This design comes from an exercise in tuning for small area on the open sky130 flow, not from production work. Only simulation tests tie the RTL to the original design; equivalence was not proved. No activity file was given, so power comes from the tool's default toggle rates.

## config.mk

```make
export PLATFORM = sky130hd
export DESIGN_NAME = adc_fsm
export DESIGN_NICKNAME = adc_fsm
export VERILOG_FILES = /design/flow/design.v
export SDC_FILE = /design/flow/constraint.sdc
export NUM_CORES = 4
export LEC_CHECK = 0
export CAP_MARGIN = 20
export CORE_MARGIN = 2
export CORE_UTILIZATION = 40
export SLEW_MARGIN = 20
```

## design.v

```verilog
`timescale 1ns / 1ps
module adc_fsm ( clk, rst, start_fsm, stop_sampling, samplingInProcess, configInProcess, CSnot, SCLK, SSTRB, 
							DIN, DOUT, ADC_ValueCH1, ADC_ValueCH2, ADC_ValueCH3 , sample_updated  );
input 										clk ;								 
input 										rst ;								 
input 										start_fsm ;						 
input 										stop_sampling ;				 
input 										DOUT ;							 
output 		reg 						 	SSTRB;							 
output 		reg 						 	DIN;								 
output 			 						 	SCLK;								 
output 			 						 	CSnot;							 
output		reg							samplingInProcess;	 
output		reg							configInProcess;		 
output		reg	[15:0]				ADC_ValueCH1;		 
output		reg	[15:0]				ADC_ValueCH2;		 
output		reg	[15:0]				ADC_ValueCH3;  		 
output 										sample_updated;				 
				reg	[15:0]				ADC_ValueCH1_temp;	 
				reg	[15:0]				ADC_ValueCH2_temp;	 
				reg	[15:0]				ADC_ValueCH3_temp;  
				reg [7:0]	ChannelConfig;
				reg [7:0]	ChannelConfig_config;
				reg [7:0]	ChannelConfigSample;
parameter ADC_channel0 = 4'b0001;
parameter ADC_channel1 = 4'b1001;
parameter ADC_channel2 = 4'b0101;
parameter ADC_config0 = 4'b1100;													 
parameter ADC_config1 = 4'b1100;
parameter ADC_config2 = 4'b1100;
parameter config_config_ADC0 = { ADC_config0 , ADC_channel0 };			 
parameter config_config_ADC1 = { ADC_config1 , ADC_channel1 };			 
parameter config_config_ADC2 = { ADC_config2 , ADC_channel2 };			 
parameter config_sample_ADC0 = { 	4'd0 , ADC_channel0 };	 			 
parameter config_sample_ADC1 = {  	4'd0 , ADC_channel1 };	 			 
parameter config_sample_ADC2 = {  	4'd0 , ADC_channel2 };	 			 
				reg 			start_transmit_config;											
				reg 			start_transmit_sampling;
	parameter	HIGH 			= 1'b1;
	parameter 	LOW 			= 1'b0;
			reg done_config;
			reg done_spi;
   parameter 	state0 		= 2'b00;											 
   parameter 	state1 		= 2'b01;											 
   parameter 	state2 		= 2'b10;											 
   reg [1:0] state;
   always@(posedge clk)
      if (rst || stop_sampling) begin										 
         state <= state0;
         samplingInProcess <= LOW;
			configInProcess <= LOW;
      end
      else
         case (state)
            state0 : begin
               if (start_fsm)
                  state <= state1;
               else
               state <= state0;
               samplingInProcess <= LOW;
					configInProcess <= LOW;
            end
            state1 : begin														
               if (done_config)
                  state <= state2;
               else
                  state <= state1;
               samplingInProcess <= LOW;
					configInProcess <= HIGH;
            end
            state2 : begin														 
               if (stop_sampling)
                  state <= state0;
               else
                  state <= state2;
               samplingInProcess <= HIGH;
					configInProcess <= LOW;
            end
         endcase
   parameter config_state0 = 3'b000;												 
   parameter config_ch1 	= 3'b001;
   parameter config_ch2 	= 3'b010;
   parameter config_ch3 	= 3'b011;
   parameter config_idle 	= 3'b100;												 
  reg [2:0] config_state;
   always@(posedge clk)
      if (rst || stop_sampling) begin
         config_state <= config_state0;
			done_config <= LOW;
			if (rst) begin
				start_transmit_config <= LOW;
				ChannelConfig_config <= 8'd0;
			end
      end
      else
 case (config_state)
            config_state0 : begin
               if (state==state1)													 
						begin
                  config_state <= config_ch1;
						start_transmit_config <= HIGH;
						ChannelConfig_config <= config_config_ADC0;
						end
               else
                  begin
						config_state <= config_state0;
						start_transmit_config <= LOW;
						end
            end
            config_ch1 : begin
               if (done_spi)
                  begin
						config_state <= config_ch2;
						start_transmit_config <= HIGH;
						ChannelConfig_config <= config_config_ADC1;
						end
               else
						begin
                  config_state <= config_ch1;
						done_config <= LOW;
						start_transmit_config <= LOW;
						end
            end
            config_ch2 : begin
               if (done_spi)
						begin
                  config_state <= config_ch3;
						start_transmit_config <= HIGH;		
						ChannelConfig_config <= config_config_ADC2;						
						end
               else
						begin
                  config_state <= config_ch2;
						done_config <= LOW;
						start_transmit_config <= LOW;						
						end
            end
            config_ch3 : begin
               if (done_spi)
						begin
						config_state <= config_idle;
						done_config <= LOW;
						start_transmit_config <= LOW;
						end
               else
						begin
						config_state <= config_ch3;
						done_config <= LOW;
						start_transmit_config <= LOW;						
						end
            end
				 config_idle : 																		 
					begin
               	config_state <= config_idle;
						done_config <= HIGH;
					end
         endcase
   parameter sampling_state0 			= 3'b000;
   parameter sampling_ch1 				= 3'b001;
   parameter sampling_ch2 				= 3'b010;
   parameter sampling_ch3 				= 3'b011;
   parameter sampling_wait 			= 3'b100;										 
 reg [2:0] sampling_state;
	reg [9:0] counter;
	always@(posedge clk)
      if (rst || stop_sampling) begin
         sampling_state <= sampling_state0;
			start_transmit_sampling <= LOW;
			counter <= 7'd0;
			if (rst)
				ChannelConfigSample <= 8'd0;
      end
      else
         case (sampling_state)
            sampling_state0 : begin
               if (state==state2) 
						begin
                  sampling_state <= sampling_ch1;
						start_transmit_sampling <= HIGH;
						ChannelConfigSample <= config_sample_ADC0;
						end
               else
						begin
                  sampling_state <= sampling_state0;
						start_transmit_sampling <= LOW;
						end
            end
            sampling_ch1 : begin
               if (done_spi)
                  begin
						sampling_state <= sampling_ch2;
						start_transmit_sampling <= HIGH;
						ChannelConfigSample <= config_sample_ADC1;
						end
               else 
						begin
                  sampling_state <= sampling_ch1;
						start_transmit_sampling <= LOW;
						end
            end
            sampling_ch2 : begin
               if (done_spi)
                  begin
						sampling_state <= sampling_ch3;
						start_transmit_sampling <= HIGH;
						ChannelConfigSample <= config_sample_ADC2;
						end
               else
                  begin
						sampling_state <= sampling_ch2;
						start_transmit_sampling <= LOW;
						end
            end
				sampling_ch3 : begin
               if (done_spi)
						begin
                  sampling_state <= sampling_wait;
						start_transmit_sampling <= LOW;
						end
               else
                  begin
						sampling_state <= sampling_ch3;
						start_transmit_sampling <= LOW;
						end
            end
				sampling_wait : begin
               if (counter == 10'd90)		 
						begin
                  sampling_state <= sampling_state0;
						counter <= 10'd0;
						start_transmit_sampling <= LOW;						
						end
               else
						begin
                  counter <= counter + 10'd1;
						sampling_state <= sampling_wait;
						start_transmit_sampling <= LOW;
						end
            end
         endcase
assign sample_updated = (counter == 10'd1)? HIGH : LOW;
 always @ (posedge clk)
 if (rst)
 ChannelConfig <= 8'd0;
 else if( start_transmit_config)
 ChannelConfig <= ChannelConfig_config;					 
 else
  ChannelConfig <= ChannelConfigSample;					 
	parameter state1_adc 		= 2'b00;
   parameter state2_adc 		= 2'b01;
   parameter state3_adc 		= 2'b10;
	parameter incr 		= 6'd1;
	reg 			[5:0] counter_adc;
	reg DIN_start;
	reg reg_sclk;
	reg reg_CSnot;
  reg [1:0] state_adc;
   always@(posedge clk)
      if (rst) begin
         state_adc <= state1_adc;
			reg_sclk 	<= LOW;
			SSTRB <= LOW;
			done_spi <= LOW;
			counter_adc <= 6'd0;
			DIN_start <= LOW;
      end
      else
  case (state_adc)
            state1_adc : begin
               if (start_transmit_sampling || start_transmit_config)						 
                  begin
						state_adc 		<= state2_adc;
						reg_sclk 	<= LOW;
						SSTRB 		<= LOW;
						DIN_start	<= LOW;
						done_spi <= LOW;
						end
               else
					begin
                  state_adc 		<= state1_adc;
						reg_sclk 	<= LOW;
						SSTRB 		<= LOW;
						DIN_start	<= LOW;
						done_spi <= LOW;
					end
            end
            state2_adc : begin
               if (counter_adc <  6'd32)
						begin
							if (counter_adc >= 6'd7)	
								begin
								DIN_start	<= LOW;
								end
							else 
								begin 
								DIN_start	<= HIGH;
								end
                  state_adc <= state2_adc;
						counter_adc <= counter_adc + incr;
						reg_sclk 	<= HIGH;
						SSTRB <= LOW;
						done_spi <= LOW;
						end
               else if (counter_adc == 6'd32)
                  begin
						state_adc <= state3_adc;
						reg_sclk 	<= LOW;
						SSTRB <= LOW;
						done_spi <= LOW;
						end
            end
            state3_adc : begin
						counter_adc <= 6'd0;
                  state_adc <= state1_adc;
						reg_sclk 	<= LOW;
						SSTRB <= LOW;
						done_spi <= HIGH;
            end
         endcase
	assign CSnot = (state_adc == state1_adc || ( counter_adc == 6'd32 && reg_CSnot))? HIGH :LOW;
	assign SCLK = reg_sclk;	 
	parameter piso_shift = 8;
   reg [piso_shift-2:0] reg_DIN;
   always @(negedge clk)
      if (rst) begin
         reg_DIN <= 7'd0;
         DIN    <= LOW;
      end
      else if (state_adc == state2_adc && ~DIN_start && counter_adc == 6'd0) begin
         reg_DIN <= ChannelConfig[piso_shift-1:1];
         DIN    <= ChannelConfig[0];
      end
      else if (DIN_start) begin
         reg_DIN <= {1'b0, reg_DIN[piso_shift-2:1]};
         DIN   <= reg_DIN[0];
			end
		else if (state_adc == state2_adc)
			  begin
         DIN   <= LOW;
			end
		else
			DIN <= LOW;    
    parameter shift = 16;
   reg [shift-1:0] reg_adc_value;
   always @(negedge clk)
	if (rst) begin
	reg_CSnot <= LOW;
	reg_adc_value <= 16'd0;
	end
	else if (counter_adc >= 6'd16 && counter_adc <= 6'd32 && (state_adc!=state3_adc) )
      begin
			if (counter_adc == 6'd32)
				begin
				reg_CSnot <= HIGH;
				end
			else
				begin
				reg_CSnot <= LOW;
				end
			reg_adc_value  <= { reg_adc_value[shift-2:0], DOUT};
		end
	else 
		begin
		reg_adc_value <= reg_adc_value;
		end
always @ (posedge clk)
	if (rst) 
		begin 
		ADC_ValueCH1 	<= 16'd0;
		ADC_ValueCH2	<= 16'd0;
		ADC_ValueCH3	<= 16'd0;
		ADC_ValueCH1_temp	<= 16'd0;
		ADC_ValueCH2_temp	<= 16'd0;
		ADC_ValueCH3_temp	<= 16'd0;
		end
	else if (sampling_state == sampling_ch1)
				ADC_ValueCH1_temp <= reg_adc_value;
	else if (sampling_state == sampling_ch2)	
				ADC_ValueCH2_temp <= reg_adc_value;	
	else if (sampling_state == sampling_ch3)				
				ADC_ValueCH3_temp <= reg_adc_value;
	else if(sampling_state == sampling_wait)
				begin 
				ADC_ValueCH1 <= ADC_ValueCH1_temp;
				ADC_ValueCH2 <= ADC_ValueCH2_temp;
				ADC_ValueCH3 <= ADC_ValueCH3_temp;
				end
endmodule
```

## run.sh

```bash
#!/bin/bash
# synth_recipe.tcl (not shown) runs the flow's synth.tcl, then flattens the netlist and writes it again
# the make line also repeats each setting of config.mk as NAME=value (left out here)
make -C /OpenROAD-flow-scripts/flow DESIGN_CONFIG=/design/flow/config.mk WORK_HOME=/design/flow/orfs CLKGATE_MAP_FILE= SYNTH_SCRIPT=/design/flow/synth_recipe.tcl finish
```

## constraint.sdc

```tcl
create_clock -name core_clock -period 8.0 [get_ports {clk}]
set_input_delay 1.6000 -clock core_clock [delete_from_list [all_inputs] [get_ports {clk}]]
set_output_delay 1.6000 -clock core_clock [all_outputs]
set_load 0.01 [all_outputs]
```

==> impl_metrics.toml, run 1 <==
[setup_path]
rr_endpoint = "reg_adc_value[12]"
crit_start = "reg_CSnot"
endpoint_kind = "primary output"
startpoint_type = "register"
arrival_ns = 5.47
path_max_fanout = 3
reg2reg_depth = 6
critPathRequiredTime_ns = 6.40
reg2reg_slack_ns = 1.96
worstReg2RegStart = "counter_adc[0]"
cp-endpoint = "CSnot"
critPathKind = "register to primary output"

[layout]
final_cells = 1055
fin_area_sq_um = 7890
area_growth_pct = 20.3
final_cell_mix = "213 x nand2_1, 158 x dfxtp_1, 122 x a21oi_1, 57 x clkdlybuf4s50_1, 40 x inv_1"
antennaDiodeCount = 0
drive_gt1_share_pct = 5.96
mostFrequentLayoutCell = "nand2_1"
n_fill_cell = 1563
nets = 844

[clock_tree]
ctsResizeCount = 0
cts.reportedPaths.clkPinSlew_ns = 0.06
h-tree-depth = 4
cts_inserted_buffers = 17
cts_root_buf = "clkbuf_16"
clock_latency_ns = 0.45
cts_tree = "built"
clock_path_buffers = 2
cts_setup_buffers = 0
cts_sinks = 165
hold_buffers = 0

[timing]
slew_headroom_pct = 33.1
slew_viol_final = 0
tns_ns = 0
fin_skew_ns = 0.0397
hold_ws_ns = 0.451
worst_pin_slew_ns = 1.00
rsz0062_at_grt = "no"
setup_viol = 0
final-hold-violation-count = 0

[floorplan]
start_util_pct = 41.1
die_x_um = 132
row_count = 46
die_area_sq_um = 17400
io_pins = 60
dieHeight_um = 132
core_area_sq_um = 15900

[grt]
grt_pass1_vias = 5011
grt_pass1_wl_um = 23400
grt.total_usage_pct = 16.4
grt_max_degree = 84
grt_antenna_before_repair = 0
grt_overflow_total = 0

[yosys]
seq_area_frac_synth_pct = 51.5
synth_cell_types = 56
syn_inst = 778
async_flop_share_pct = 0
synth.cell_area_sq_um = 6560
synth_edf_count = 7
synth.area.mux_share_pct = 3.97
synth_xor_area_share_pct = 1.47
yosys.area_share.adder_pct = 2.48
synth_nets = 796
synth_flop_cell = "dfxtp_1"
synth.ff_latch_count = 165
synthSimpleGateAreaFrac_pct = 22.8
synth_top_family_by_area = "simple AND/OR/NAND/NOR gates"
synth_compound_area_share_pct = 13.2
synth_area_per_cell_sq_um = 8.43
ys_warn_count = 1

[outcome]
status = "no timing/DRC/antenna violations"

[placed_design]
place_area_sq_um = 7180
io_buffer_count = 58
routabilityCongestion = 0.774
place_inst = 999
dp_hpwl_um = 9270

[routing]
wl_per_cell_um = 13.2
wl_met3_um = 443
highest-signal-layer = "met4"
routed_via_density = 4.91
drtPass1Iterations = 4
vias = 5178
route.met2.wl_um = 6850
wirelength_um = 14000
drt_iter0_drc = 255
wl_met1_um = 6450
drc = 0
antenna_left = 0

[job]
cap_viol_max_count = 0

[power_and_ir_drop]
ir_drop_mv = 0.160
p_total_mw = 1.76
p_leak_nw = 2.84
power_density_nw_per_um2 = 223

[min_path]
hp-class = "register to register"
cells in the mapped netlist, types with 3 or more instances:
master    instances  area [sq um]
mux2i_1          26           260
nor2b_1           5          31.3
and3_1            3          18.8
nand2b_1         23           144
nor4b_1           3          26.3
dfxtp_1         158          3160
ha_1             13           163
xnor2_1           8          70.1
nand3b_1          3          22.5
or3b_2            3          26.3
a211oi_1          7          52.6
a21oi_1         122           611
inv_1            16          60.1
edfxtp_1          7           210
or3_1             3          18.8
nand4_1           3          18.8
o21ai_0          11          55.1
buf_2             9          45.0
nand3_1           6          30.0
xor2_1            3          26.3
nor3_1           10          50.1
nor2_1           39           146
or2_2             4          25.0
nand2_1         213           800
clkbuf_1         41           154
report_power, final:
part	total, mW	internal, mW	switching [mW]
logic	0.0405	0.0146	0.0259
registers	0.838	0.834	0.00389
clock network	0.878	0.531	0.347
total	1.76	1.38	0.377
layout make-up:
| class | instances | area, sq um | share of cell area (%) |
|---|---|---|---|
| Clock buffer | 21 | 470 | 5.97 |
| Clock inverter | 36 | 234 | 2.97 |
| Tap cell | 216 | 270 | 3.43 |
| Inverter | 16 | 60.1 | 0.762 |
| Multi-Input combinational cell | 541 | 2880 | 36.6 |
| Timing Repair Buffer | 60 | 593 | 7.52 |
| Sequential cell | 165 | 3370 | 42.8 |
registers in the layout (all words and copies together) (netlist names), 3 cells and up:
name and flops:
ChannelConfig_config 3, ADC_ValueCH1 16, ADC_ValueCH3 16, ChannelConfig 4, ADC_ValueCH2 16, ADC_ValueCH3_temp 16, reg_adc_value 16, counter_adc 6
counter 10, config_state 3, sampling_state 3, ADC_ValueCH1_temp 16, ADC_ValueCH2_temp 16, ChannelConfigSample 3, reg_DIN 7
cells by family (layout without fill, tap and decap cells):
kind of cell | count (synthesis) | in the layout
and+or+nand+nor | 332 | 332
DFF | 165 | 165
AOI/OAI and AO/OA | 158 | 158
buffers and inverters | 72 | 133
muxes | 26 | 26
adders and majority gates | 13 | 13
xor gates and xnor gates | 11 | 11
other | 1 | 1
metal layers:
| layer | track usage, % | up-vias |
|---|---|---|
| met1 | 19.7 | 2414 |
| li1 | - | 2679 |
| met2 | 28.5 | 68 |
| met4 | 5.98 | 0 |
| met5 | 0 | - |
| met3 | 4.08 | 17 |
critical path, cell delays in order (launching register included):
cell             delay, ns
dfxtp_1               0.34
a31o_2                0.16
clkdlybuf4s50_1       0.53
per-stage QoR:
| step | util (%) | worst slack (ns) |
|---|---|---|
| 3_3_place_gp | 45.0 | 1.35 |
| 5_1_grt | 49.5 | 0.862 |
| 4_1_cts | 49.4 | 0.908 |
| 2_1_floorplan | - | 1.72 |
| 6_report | 49.5 | 0.930 |
| 3_5_place_dp | 45.0 | 1.30 |
worst min-delay path by stage:
| stage | startpoint | depth (start not counted) | slack, ns | end |
|---|---|---|---|---|
| finish | ADC_ValueCH3[10] | 2 | 0.45 | ADC_ValueCH3[10] |
| global placement | reg_DIN[5] | 2 | 0.44 | reg_DIN[4] |
| floorplan | reg_DIN[1] | 2 | 0.43 | reg_DIN[0] |
| detailed placement | ADC_ValueCH2_temp[9] | 2 | 0.45 | ADC_ValueCH2[9] |
| CTS | ADC_ValueCH2_temp[9] | 2 | 0.45 | ADC_ValueCH2[9] |
| global route | ADC_ValueCH3[13] | 2 | 0.47 | ADC_ValueCH3[13] |
==> run 2, diff against run 1 <==
==> design.v (replaced) <==
`timescale 1ns / 1ps
module adc_fsm ( clk, rst, start_fsm, stop_sampling, samplingInProcess, configInProcess, CSnot, SCLK, SSTRB,
                 DIN, DOUT, ADC_ValueCH1, ADC_ValueCH2, ADC_ValueCH3 , sample_updated );
input             clk;
input             rst;
input             start_fsm;
input             stop_sampling;
input             DOUT;
output            SSTRB;
output reg        DIN;
output            SCLK;
output            CSnot;
output            samplingInProcess;
output            configInProcess;
output reg [15:0] ADC_ValueCH1;
output reg [15:0] ADC_ValueCH2;
output reg [15:0] ADC_ValueCH3;
output            sample_updated;
localparam [6:0] J_A  = 7'd26,   
                 J_B  = 7'd27,   
                 J_C1 = 7'd28,
                 J_C2 = 7'd29,
                 J_C3 = 7'd30,
                 J_D0 = 7'd31,   
                 J_D1 = 7'd32,   
                 J_E1 = 7'd33,   
                 J_S1 = 7'd34,
                 J_S2 = 7'd35,
                 J_S3 = 7'd36,
                 J_W0 = 7'd37,   
                 J_W1 = 7'd38,
                 J_E2 = 7'd0;    
reg  [6:0] js;
reg  [1:0] stc;       
reg        sts;       
reg  [5:0] t;         
reg        done_spi;
reg  [2:0] cw;        
wire wait_st = js >= J_W0;
wire adv = ((js == J_A) & start_fsm) | (js == J_B) | (js == J_D0) | (js == J_D1) | (js == J_E1) |
           (((js == J_C1) | (js == J_C2) | (js == J_C3) | (js == J_S1) | (js == J_S2) | (js == J_S3)) & done_spi) |
           wait_st;
always @(posedge clk)
  if (rst || stop_sampling)
    js <= J_A;
  else if (js == J_E2)
    js <= J_S1;
  else if (adv)
    js <= js + 7'd1;
always @(posedge clk)
  if (rst)
    stc <= 2'd0;
  else if (!stop_sampling)
    stc <= (js == J_B) ? 2'd1 :
           ((js == J_C1) & done_spi) ? 2'd2 :
           ((js == J_C2) & done_spi) ? 2'd3 : 2'd0;
always @(posedge clk)
  if (rst || stop_sampling)
    sts <= 1'b0;
  else
    sts <= (js == J_E1) | (js == J_E2) | (((js == J_S1) | (js == J_S2)) & done_spi);
assign configInProcess   = (js >= J_C1) & (js <= J_E1);
assign samplingInProcess = (js >= J_S1) | (js == J_E2);
assign sample_updated    = (js == J_W1);
assign SSTRB             = 1'b0;
wire idle  = (t == 6'd0);
wire start = idle & ((stc != 2'd0) | sts);
always @(posedge clk)
  if (rst) begin
    t        <= 6'd0;
    done_spi <= 1'b0;
  end else begin
    done_spi <= (t == 6'd34);
    if (idle)
      t <= start ? 6'd1 : 6'd0;
    else if (t == 6'd34)
      t <= 6'd0;
    else
      t <= t + 6'd1;
  end
always @(posedge clk)
  if (idle)
    cw <= (stc != 2'd0) ? {1'b1, stc == 2'd2, stc == 2'd3} : {1'b0, js == J_S2, js == J_S3};
assign SCLK  = (t >= 6'd2) & (t <= 6'd33);
reg cs_hold;
assign CSnot = idle | (((t == 6'd33) | (t == 6'd34)) & cs_hold);
always @(negedge clk) begin
  cs_hold <= ~rst & ((t == 6'd33) | (t == 6'd34));
  DIN     <= ~rst & ((t == 6'd1) | ((t == 6'd3) & cw[0]) | ((t == 6'd4) & cw[1]) |
                     (((t == 6'd7) | (t == 6'd8)) & cw[2]));
end
reg [18:0] sr;
reg [15:0] ring1, ring2;
always @(negedge clk) begin
  sr    <= {sr[17:0], DOUT};
  ring1 <= {ring1[14:0], (js == J_S1) ? sr[1] : ring1[15]};
  ring2 <= {ring2[14:0], (js == J_S2) ? sr[1] : ring2[15]};
end
wire ld_g = (js == J_W0) & ~rst;    
wire ld_h = (js != J_W0) & ~rst;    
wire [47:0] ch_new = {ring1[8:0], ring1[15:9], ring2[4:0], ring2[15:5], sr[18:3]};
wire [47:0] ch_q   = {ADC_ValueCH1, ADC_ValueCH2, ADC_ValueCH3};
wire [47:0] ch_d   = ({48{ld_g}} & ch_new) | ({48{ld_h}} & ch_q);
always @(posedge clk)
  {ADC_ValueCH1, ADC_ValueCH2, ADC_ValueCH3} <= ch_d;
endmodule
==> impl_metrics.toml, run 2 <==
[outcome]
status = "no timing/DRC/antenna violations"

[yosys]
synth.ff_latch_count = 121
synth_edf_count = 3
yosysTopAreaCell = "dfxtp_1"
synth_most_common_cell = "dfxtp_1"
synth_area_per_cell_sq_um = 9.37
synth_area_leaders = "dfxtp_1 58%, nand2_1 9.9%, a21oi_1 7.5%, ha_1 2.5%, edfxtp_1 2.2%"
synth.cell_area_sq_um = 4080
synth_top_cell_area_share_pct = 57.8
seq_area_frac_synth_pct = 60.0
async_flop_share_pct = 0
synth_cell_types = 50
ys_warn_count = 1
syn_inst = 436
synth_nets = 449
synth_flop_cell = "dfxtp_1"
ys_top_cells_by_count = "118 x dfxtp_1, 108 x nand2_1, 61 x a21oi_1"

[grt]
grt_pass1_wl_um = 14200
grt_antenna_before_repair = 0
grt_pass1_vias = 3047
grt.total_usage_pct = 16.1
grt_max_degree = 53
grt_overflow_total = 0

[setup_path]
critPathMaxStageDelay_ns = 0.55
path_max_fanout = 1
rr_endpoint = "ring1[0]"
arrival_ns = 5.57
worstReg2RegStart = "js[5]"
endpoint_kind = "primary output"
critPathRequiredTime_ns = 6.40
reg2reg_slack_ns = 2.18
path_buf_inv = 1
path_cells = "o211ai_1, a21oi_1, clkdlybuf4s50_1"
critPathKind = "register to primary output"
startpoint_type = "register"
slowest_stage = "clkdlybuf4s50_1"
reg2reg_depth = 4
path_delay_family = "buffers and inverters"

[clock_tree]
cts_tree = "built"
clock_latency_ns = 0.51
ctsResizeCount = 0
clock_path_buffers = 2
hold_buffers = 0
cts_inserted_buffers = 17
cts_setup_buffers = 0
h-tree-depth = 4
cts_root_buf = "clkbuf_8"
cts.reportedPaths.clkPinSlew_ns = 0.03
cts_sinks = 121

[timing]
tns_ns = 0
final-hold-violation-count = 0
fin_skew_ns = 0.0272
slew_viol_final = 0
setup_viol = 0
worst_pin_slew_ns = 0.909
rsz0062_at_grt = "no"
slew_headroom_pct = 39.2
final_critical_path_setup_slack_ns = 0.833

[power_and_ir_drop]
p_total_mw = 1.49
ir_drop_mv = 0.122
power_density_nw_per_um2 = 272
p_leak_nw = 2.19

[job]
cap_viol_max_count = 0

[min_path]
hold-path-endpoint = "sr[3]"
hp-class = "register to register"
hold_depth = 0
hp-start = "sr[2]"

[routing]
wirelength_um = 8500
wl_per_cell_um = 12.4
drc = 0
antenna_left = 0
drt_iter0_drc = 134
vias = 3276
drtPass1Iterations = 4
routed_via_density = 4.78

[layout]
largest_reg_flops = 19
mostFrequentLayoutCell = "dfxtp_1"
final_cells = 686
drive_gt1_share_pct = 8.14
final_cell_mix = "118 x dfxtp_1, 107 x nand2_1, 63 x inv_1, 61 x a21oi_1, 57 x clkdlybuf4s50_1"
antennaDiodeCount = 0
area_growth_pct = 34.1
n_fill_cell = 900
nets = 553
regMostFlops = "sr"

[floorplan]
core_area_sq_um = 9860
io_pins = 60
die_x_um = 105
dieHeight_um = 105
row_count = 36
start_util_pct = 41.4
die_area_sq_um = 11000

[placed_design]
place_inst = 602
routabilityCongestion = 0.889
dp_hpwl_um = 5170
io_buffer_count = 58
place_ws_ns = 1.32
[run 2: changes by cell type in the layout (fill, tap and decap cells not counted), moves of 6 or more]
cell / change
a211oi_1: -6
dfxtp_1: -40
nand2b_1: -22
inv_1: +23
mux2i_1: -26
a21oi_1: -61
nand2_1: -106
nor2_1: -16
[run 2: final cells by class]
type	instances	area [sq um]	share of cell area [%]
Sequential cell	121	2450	44.8
Multi-Input combinational cell	278	1460	26.6
Timing Repair Buffer	59	583	10.6
Clock buffer	20	468	8.55
Clock inverter	65	310	5.67
Tap cell	133	166	3.04
Inverter	10	37.5	0.686
[run 2: worst max-delay path by stage]
stage                     startpoint    end  slack (ns)  cells after the start
after global placement       cs_hold  CSnot        1.34                      3
after global routing         cs_hold  CSnot        0.75                      3
after floorplan              cs_hold  CSnot        1.80                      2
final                        cs_hold  CSnot        0.83                      3
after CTS                    cs_hold  CSnot        0.80                      3
after detailed placement     cs_hold  CSnot        1.32                      3
[run 2: cell families (layout without fill, tap and decap cells)]
logic type / after synthesis / after routing / synth area share, %
adder cells (fa/ha/maj): 8 / 8 / 2.45
AND/OR/NAND/NOR: 171 / 171 / 18.8
multiplexers: 3 / 3 / 0.827
flip-flops: 121 / 121 / 60.0
AO/OA/AOI/OAI: 90 / 90 / 12.4
XOR/XNOR: 5 / 5 / 1.07
other: 1 / 1 / 0.0918
buffers and inverters: 37 / 154 / 4.32
[run 2: per-layer routing]
metal / part of all wire (%) / wire length (um) / global-route usage, %
met5: 0 / 0 / 0
met4: 1.1 / 93 / 7.81
met1: 47 / 3950 / 20.5
met3: 4.2 / 356 / 4.30
met2: 48 / 4100 / 25.4
[run 2: stage by stage]
step | util (%) | hold WS [ns] | area, sq um
5_1_grt | 55.5 | 0.338 | 5480
6_report | 55.5 | 0.321 | 5480
3_3_place_gp | 47.7 | 0.315 | 4700
3_5_place_dp | 47.7 | 0.315 | 4700
4_1_cts | 55.5 | 0.322 | 5480
2_1_floorplan | - | 0.310 | 4080
[run 2: power breakdown]
group / total (mW) / switching, mW / internal [mW] / leakage [nW]
clock: 0.832 / 0.365 / 0.467 / 0.573
combinational: 0.0344 / 0.0206 / 0.0138 / 0.624
sequential: 0.622 / 0.00603 / 0.616 / 0.993
total: 1.49 / 0.392 / 1.10 / 2.19
==> run 3, diff against run 2 <==
--- a/design.v
+++ b/design.v
@@ -35,7 +35,7 @@
 reg        sts;       
 reg  [5:0] t;         
-reg        done_spi;
 reg  [2:0] cw;        
-wire wait_st = js >= J_W0;
+wire done_spi = (t == 6'd35);
+wire wait_st  = js >= J_W0;
 wire adv = ((js == J_A) & start_fsm) | (js == J_B) | (js == J_D0) | (js == J_D1) | (js == J_E1) |
            (((js == J_C1) | (js == J_C2) | (js == J_C3) | (js == J_S1) | (js == J_S2) | (js == J_S3)) & done_spi) |
@@ -64,40 +64,38 @@
 assign sample_updated    = (js == J_W1);
 assign SSTRB             = 1'b0;
-wire idle  = (t == 6'd0);
+wire idle  = (t == 6'd0) | done_spi;
 wire start = idle & ((stc != 2'd0) | sts);
 always @(posedge clk)
-  if (rst) begin
-    t        <= 6'd0;
-    done_spi <= 1'b0;
-  end else begin
-    done_spi <= (t == 6'd34);
-    if (idle)
-      t <= start ? 6'd1 : 6'd0;
-    else if (t == 6'd34)
-      t <= 6'd0;
-    else
-      t <= t + 6'd1;
-  end
+  if (rst)
+    t <= 6'd0;
+  else if (idle)
+    t <= start ? 6'd1 : 6'd0;
+  else
+    t <= t + 6'd1;
 always @(posedge clk)
   if (idle)
     cw <= (stc != 2'd0) ? {1'b1, stc == 2'd2, stc == 2'd3} : {1'b0, js == J_S2, js == J_S3};
+wire t_end = (t == 6'd33) | (t == 6'd34);    
 assign SCLK  = (t >= 6'd2) & (t <= 6'd33);
 reg cs_hold;
-assign CSnot = idle | (((t == 6'd33) | (t == 6'd34)) & cs_hold);
+assign CSnot = idle | (t_end & cs_hold);
 always @(negedge clk) begin
-  cs_hold <= ~rst & ((t == 6'd33) | (t == 6'd34));
+  cs_hold <= ~rst & t_end;
   DIN     <= ~rst & ((t == 6'd1) | ((t == 6'd3) & cw[0]) | ((t == 6'd4) & cw[1]) |
                      (((t == 6'd7) | (t == 6'd8)) & cw[2]));
 end
-reg [18:0] sr;
-reg [15:0] ring1, ring2;
-always @(negedge clk) begin
-  sr    <= {sr[17:0], DOUT};
-  ring1 <= {ring1[14:0], (js == J_S1) ? sr[1] : ring1[15]};
-  ring2 <= {ring2[14:0], (js == J_S2) ? sr[1] : ring2[15]};
+wire shift_in = (t <= 6'd33);
+reg        dout_n;    
+reg [15:0] ring1, ring2, ring3;
+always @(negedge clk)
+  dout_n <= DOUT;
+always @(posedge clk) begin
+  ring1 <= {ring1[14:0], ((js == J_S1) & shift_in) ? dout_n : ring1[15]};
+  ring2 <= {ring2[14:0], ((js == J_S2) & shift_in) ? dout_n : ring2[15]};
+  ring3 <= {ring3[14:0], ((js == J_S3) & shift_in) ? dout_n : ring3[15]};
 end
 wire ld_g = (js == J_W0) & ~rst;    
 wire ld_h = (js != J_W0) & ~rst;    
-wire [47:0] ch_new = {ring1[8:0], ring1[15:9], ring2[4:0], ring2[15:5], sr[18:3]};
+wire [47:0] ch_new = {ring1[9:0], ring1[15:10], ring2[5:0], ring2[15:6], ring3[1:0], ring3[15:2]};
 wire [47:0] ch_q   = {ADC_ValueCH1, ADC_ValueCH2, ADC_ValueCH3};
 wire [47:0] ch_d   = ({48{ld_g}} & ch_new) | ({48{ld_h}} & ch_q);
--- a/config.mk
+++ b/config.mk
@@ -9,3 +9,4 @@
 export CORE_MARGIN = 2
 export CORE_UTILIZATION = 40
+export CTS_BUF_LIST = sky130_fd_sc_hd__clkbuf_8
 export SLEW_MARGIN = 20
==> impl_metrics.toml, run 3 <==
[outcome]
status = "no timing/DRC/antenna violations"

[routing]
wl_per_cell_um = 13.0
drtPass1Iterations = 4
antenna_left = 0
drc = 0
drt_iter0_drc = 76
routed_via_density = 4.77
wirelength_um = 8170
vias = 2993

[yosys]
synth_area_leaders = "dfxtp_1 57%, nand2_1 10%, a21oi_1 7.1%, ha_1 2.8%, edfxtp_1 2.2%"
ys_warn_count = 1
synth_area_per_cell_sq_um = 9.35
synth_nets = 443
yosysTopAreaCell = "dfxtp_1"
synth.ff_latch_count = 118
synth_edf_count = 3
synth_cell_types = 49
seq_area_frac_synth_pct = 59.6
synth.cell_area_sq_um = 4010
ys_top_cells_by_count = "115 x dfxtp_1, 111 x nand2_1, 57 x a21oi_1"
synth_flop_cell = "dfxtp_1"
synth_most_common_cell = "dfxtp_1"
async_flop_share_pct = 0
synth_top_cell_area_share_pct = 57.4
syn_inst = 429

[clock_tree]
cts_setup_buffers = 0
cts_sinks = 118
cts_inserted_buffers = 17
cts_tree = "built"
cts_root_buf = "clkbuf_8"
clock_latency_ns = 0.43
ctsResizeCount = 0
clock_path_buffers = 2
cts.reportedPaths.clkPinSlew_ns = 0.08
hold_buffers = 0
h-tree-depth = 4

[setup_path]
startpoint_type = "register"
path_buf_inv = 1
critPathRequiredTime_ns = 6.40
critPathKind = "register to primary output"
path_max_fanout = 1
arrival_ns = 5.34
worstSetupPathDepth = 2
critPathMaxStageDelay_ns = 0.52
cp-endpoint = "CSnot"
reg2reg_slack_ns = 2.63
crit_start = "cs_hold"
slowest_stage = "clkdlybuf4s50_1"
path_delay_family = "buffers and inverters"
worstReg2RegStart = "t[0]"
reg2reg_depth = 6
endpoint_kind = "primary output"
rr_endpoint = "DIN"
path_cells = "a21o_1, clkdlybuf4s50_1"

[grt]
grt_pass1_wl_um = 14000
grt_antenna_before_repair = 0
grt.total_usage_pct = 16.1
grt_max_degree = 52
grt_overflow_total = 0
grt_pass1_vias = 2886

[placed_design]
dp_hpwl_um = 5290
io_buffer_count = 58
routabilityCongestion = 0.833

[timing]
tns_ns = 0
worst_pin_slew_ns = 0.885
fin_skew_ns = 0.0153
slew_viol_final = 0
final-hold-violation-count = 0
slew_headroom_pct = 40.8
rsz0062_at_grt = "no"
setup_viol = 0
hold_ws_ns = 0.348

[min_path]
hp-class = "register to register"
hold_depth = 0

[power_and_ir_drop]
seqPwrFrac_pct = 49.8
p_leak_nw = 1.82
power_density_nw_per_um2 = 236
swShare_pct = 22.6
ir_drop_mv = 0.108
p_switching_mw = 0.270
clockPowerShare_pct = 47.2
power.share.combinational_pct = 2.9
internal-power_mw = 0.929

[layout]
mostFrequentLayoutCell = "dfxtp_1"
drive_gt1_share_pct = 9.49
antennaDiodeCount = 0
area_growth_pct = 26.5
n_fill_cell = 942
final_cell_mix = "115 x dfxtp_1, 110 x nand2_1, 57 x a21oi_1, 57 x clkdlybuf4s50_1, 19 x nor2_1"
nets = 496

[floorplan]
io_pins = 60
row_count = 36
dieHeight_um = 104
start_util_pct = 41.0
die_x_um = 104
die_area_sq_um = 10800
core_area_sq_um = 9770

[job]
cap_viol_max_count = 0
[run 3: cell types whose count changed after synthesis, moves of 3 or more]
cell / before / now
clkbuf_1: 14 / 19
o211ai_1: 5 / 2
dfxtp_1: 118 / 115
nor2_1: 23 / 19
nand2_1: 108 / 111
nand3_1: 5 / 10
buf_6: 3 / 0
o21ai_0: 9 / 6
a21oi_1: 61 / 57
inv_1: 11 / 7
[run 3: kinds of logic (layout without fill, tap and decap cells)]
family                     after synthesis  after routing  synth area share (%)
AOI/OAI and AO/OA                       88             88                  13.2
xor gates and xnor gates                 5              5                  1.09
adders and majority gates                9              9                  2.81
buffers and inverters                   34            100                  3.62
DFF                                    118            118                  59.6
muxes                                    5              5                  1.34
other                                    1              1                0.0935
and+or+nand+nor                        169            169                  18.2
[run 3: area by class of cell]
cell class	instances	area (sq um)	share of cell area, %
Inverter	6	22.5	0.444
Clock inverter	17	186	3.67
Sequential cell	118	2390	47.1
Timing Repair Buffer	59	583	11.5
Clock buffer	18	248	4.88
Multi-Input combinational cell	277	1480	29.1
Tap cell	133	166	3.28
[run 3: worst min path at each step]
stage	slack, ns	start	to
2_1_floorplan	0.33	ring1[9]	ring1[10]
3_3_place_gp	0.33	ring3[4]	ring3[5]
3_5_place_dp	0.34	ring2[3]	ring2[4]
4_1_cts	0.35	ring3[11]	ring3[12]
5_1_grt	0.35	ring1[9]	ring1[10]
6_report	0.35	ring3[2]	ring3[3]
[run 3: worst reg2reg max path, stage by stage (launching register included)]
cell,delay (ns)
dfxtp_1,0.34
inv_1,0.14
ha_1,0.22
a22oi_1,0.10
a211oi_1,0.25
a21oi_1,0.07
nor4_1,0.17
[run 3: per-layer routing]
metal	up-vias	GRT usage, %	routed length, um
li1	1543	-	-
met4	0	6.27	57
met3	6	4.95	342
met1	1383	21.7	4100
met2	61	24.1	3680
met5	-	0	0
[run 3: power groups by stage]
stage          clock network (mW)  logic (mW)  registers, mW
6_report                    0.566      0.0352          0.598
5_1_grt                     0.613      0.0394          0.598
4_1_cts                     0.581      0.0356          0.597
3_5_place_dp              0.00312      0.0354          0.611
3_3_place_gp              0.00312      0.0348          0.611
2_1_floorplan             0.00312      0.0256          0.610
[run 3: through the flow]
| step | utilization, % | instances | power (mW) | setup slack [ns] | instance area, sq um |
|---|---|---|---|---|---|
| 2_1_floorplan | - | 429 | 0.638 | 1.90 | 4010 |
| 3_3_place_gp | 47.5 | 594 | 0.649 | 1.48 | 4650 |
| 3_5_place_dp | 47.5 | 594 | 0.649 | 1.49 | 4650 |
| 4_1_cts | 51.9 | 628 | 1.21 | 1.03 | 5080 |
| 5_1_grt | 51.9 | 628 | 1.25 | 0.992 | 5080 |
| 6_report | 51.9 | 628 | 1.20 | 1.06 | 5080 |
==> run 4, diff against run 3 <==
--- a/config.mk
+++ b/config.mk
@@ -9,4 +9,3 @@
 export CORE_MARGIN = 2
 export CORE_UTILIZATION = 40
-export CTS_BUF_LIST = sky130_fd_sc_hd__clkbuf_8
 export SLEW_MARGIN = 20
==> impl_metrics.toml, run 4 <==
[power_and_ir_drop]
power_density_nw_per_um2 = 266
swShare_pct = 21.5
p_switching_mw = 0.300
power.share.combinational_pct = 2.5
p_leak_nw = 1.90
ir_drop_mv = 0.145
clockPowerShare_pct = 54.6
internal-power_mw = 1.10
seqPwrFrac_pct = 42.9

[placed_design]
io_buffer_count = 58
routabilityCongestion = 0.833
dp_hpwl_um = 5290
place_area_sq_um = 4650

[timing]
final-hold-violation-count = 0
tns_ns = 0
worst_pin_slew_ns = 0.891
slew_viol_final = 0
fin_skew_ns = 0.0265
hold_ws_ns = 0.349
slew_headroom_pct = 40.6
rsz0062_at_grt = "no"
setup_viol = 0

[setup_path]
critPathKind = "register to primary output"
slowest_stage = "clkdlybuf4s50_1"
path_buf_inv = 1
path_delay_family = "buffers and inverters"
endpoint_kind = "primary output"
reg2reg_slack_ns = 2.60
critPathMaxStageDelay_ns = 0.52
worstReg2RegStart = "t[0]"
rr_endpoint = "DIN"
arrival_ns = 5.40
reg2reg_depth = 6
path_cells = "a21o_1, clkdlybuf4s50_1"
crit_start = "cs_hold"
startpoint_type = "register"
path_max_fanout = 1
cp-endpoint = "CSnot"
critPathRequiredTime_ns = 6.40
worstSetupPathDepth = 2

[grt]
grt_pass1_wl_um = 14100
grt_use_met2_pct = 24.0
grt_pass1_vias = 2901
top_usage_layer = "met2"
grtUsageMet3_pct = 4.39
use_met1_pct = 22.0
grt_overflow_total = 0
grt_max_degree = 52
grt_antenna_before_repair = 0
grt.total_usage_pct = 16.2

[yosys]
ys_warn_count = 1
synth_edf_count = 3
synth.cell_area_sq_um = 4010
seq_area_frac_synth_pct = 59.6
synth_area_per_cell_sq_um = 9.35
synth_top_cell_area_share_pct = 57.4
synth_flop_cell = "dfxtp_1"
syn_inst = 429
synth_cell_types = 49
yosysTopAreaCell = "dfxtp_1"
synth_nets = 443
async_flop_share_pct = 0
synth_most_common_cell = "dfxtp_1"
synth.ff_latch_count = 118
synth_area_leaders = "dfxtp_1 57%, nand2_1 10%, a21oi_1 7.1%, ha_1 2.8%, edfxtp_1 2.2%"
ys_top_cells_by_count = "115 x dfxtp_1, 111 x nand2_1, 57 x a21oi_1"

[clock_tree]
cts_inserted_buffers = 17
clock_path_buffers = 2
cts.reportedPaths.clkPinSlew_ns = 0.05
cts_setup_buffers = 0
clock_latency_ns = 0.50
h-tree-depth = 4
ctsResizeCount = 0
cts_root_buf = "clkbuf_8"
hold_buffers = 0
cts_sinks = 118
cts_tree = "built"

[layout]
antennaDiodeCount = 0
drive_gt1_share_pct = 9.49
area_growth_pct = 31.0
n_fill_cell = 907
mostFrequentLayoutCell = "dfxtp_1"
fin_area_sq_um = 5260
final_cell_mix = "115 x dfxtp_1, 110 x nand2_1, 57 x a21oi_1, 57 x clkdlybuf4s50_1, 19 x nor2_1"
nets = 496

[routing]
drc = 0
wirelength_um = 8310
drtPass1Iterations = 4
drt_iter0_drc = 138
routed_via_density = 4.76
wl_per_cell_um = 13.2
vias = 2990
antenna_left = 0

[floorplan]
io_pins = 60
start_util_pct = 41.0
die_x_um = 104
die_area_sq_um = 10800
dieHeight_um = 104
row_count = 36
core_area_sq_um = 9770

[outcome]
status = "no timing/DRC/antenna violations"

[job]
cap_viol_max_count = 0

[min_path]
hp-class = "register to register"
[run 4: cell count changes in the layout (fill, tap and decap cells not counted), sizes merged]
cell	delta
clkbuf	+1
inv	-1
[run 4: power groups by stage]
stage               Combinational [mW]  Clock, mW  Sequential [mW]
floorplan                       0.0256    0.00312            0.610
global placement                0.0348    0.00312            0.611
detailed placement              0.0354    0.00312            0.611
CTS                             0.0356      0.777            0.598
global route                    0.0394      0.809            0.599
finish                          0.0354      0.762            0.598
[run 4: through the flow]
| step | std cells | power (mW) | utilization, % | setup WS, ns |
|---|---|---|---|---|
| final | 628 | 1.40 | 53.8 | 1.00 |
| after global routing | 628 | 1.45 | 53.8 | 0.934 |
| after CTS | 628 | 1.41 | 53.8 | 0.974 |
| after detailed placement | 594 | 0.649 | 47.5 | 1.49 |
| after global placement | 594 | 0.649 | 47.5 | 1.48 |
| after floorplan | 429 | 0.638 | - | 1.90 |
[run 4: worst min-delay path by stage]
| stage | start | to | slack (ns) | cells past startpoint |
|---|---|---|---|---|
| CTS | ring3[2] | ring3[3] | 0.35 | 0 |
| finish | ring2[3] | ring2[4] | 0.35 | 0 |
| global placement | ring3[4] | ring3[5] | 0.33 | 0 |
| detailed placement | ring2[3] | ring2[4] | 0.34 | 0 |
| global route | ring2[3] | ring2[4] | 0.35 | 0 |
| floorplan | ring1[9] | ring1[10] | 0.33 | 0 |
[run 4: cells by family (layout without fill, tap and decap cells)]
logic type / count (synthesis) / count (layout) / share of synthesized area (%)
AOI/OAI and AO/OA: 88 / 88 / 13.2
DFF: 118 / 118 / 59.6
muxes: 5 / 5 / 1.34
and+or+nand+nor: 169 / 169 / 18.2
other: 1 / 1 / 0.0935
buffers and inverters: 34 / 100 / 3.62
xor gates and xnor gates: 5 / 5 / 1.09
adders and majority gates: 9 / 9 / 2.81
[run 4: layout make-up]
| cell class | instances | area, sq um | area share (%) |
|---|---|---|---|
| Timing Repair Buffer | 59 | 583 | 11.1 |
| Sequential cell | 118 | 2390 | 45.5 |
| Tap cell | 133 | 166 | 3.17 |
| Clock inverter | 16 | 183 | 3.48 |
| Multi-Input combinational cell | 277 | 1480 | 28.1 |
| Inverter | 6 | 22.5 | 0.428 |
| Clock buffer | 19 | 432 | 8.21 |
[run 4: routing by layer]
| layer | up-vias | wire length (um) |
|---|---|---|
| met5 | - | 0 |
| met4 | 0 | 89 |
| met3 | 7 | 295 |
| met2 | 58 | 3770 |
| met1 | 1383 | 4150 |
| li1 | 1542 | - |
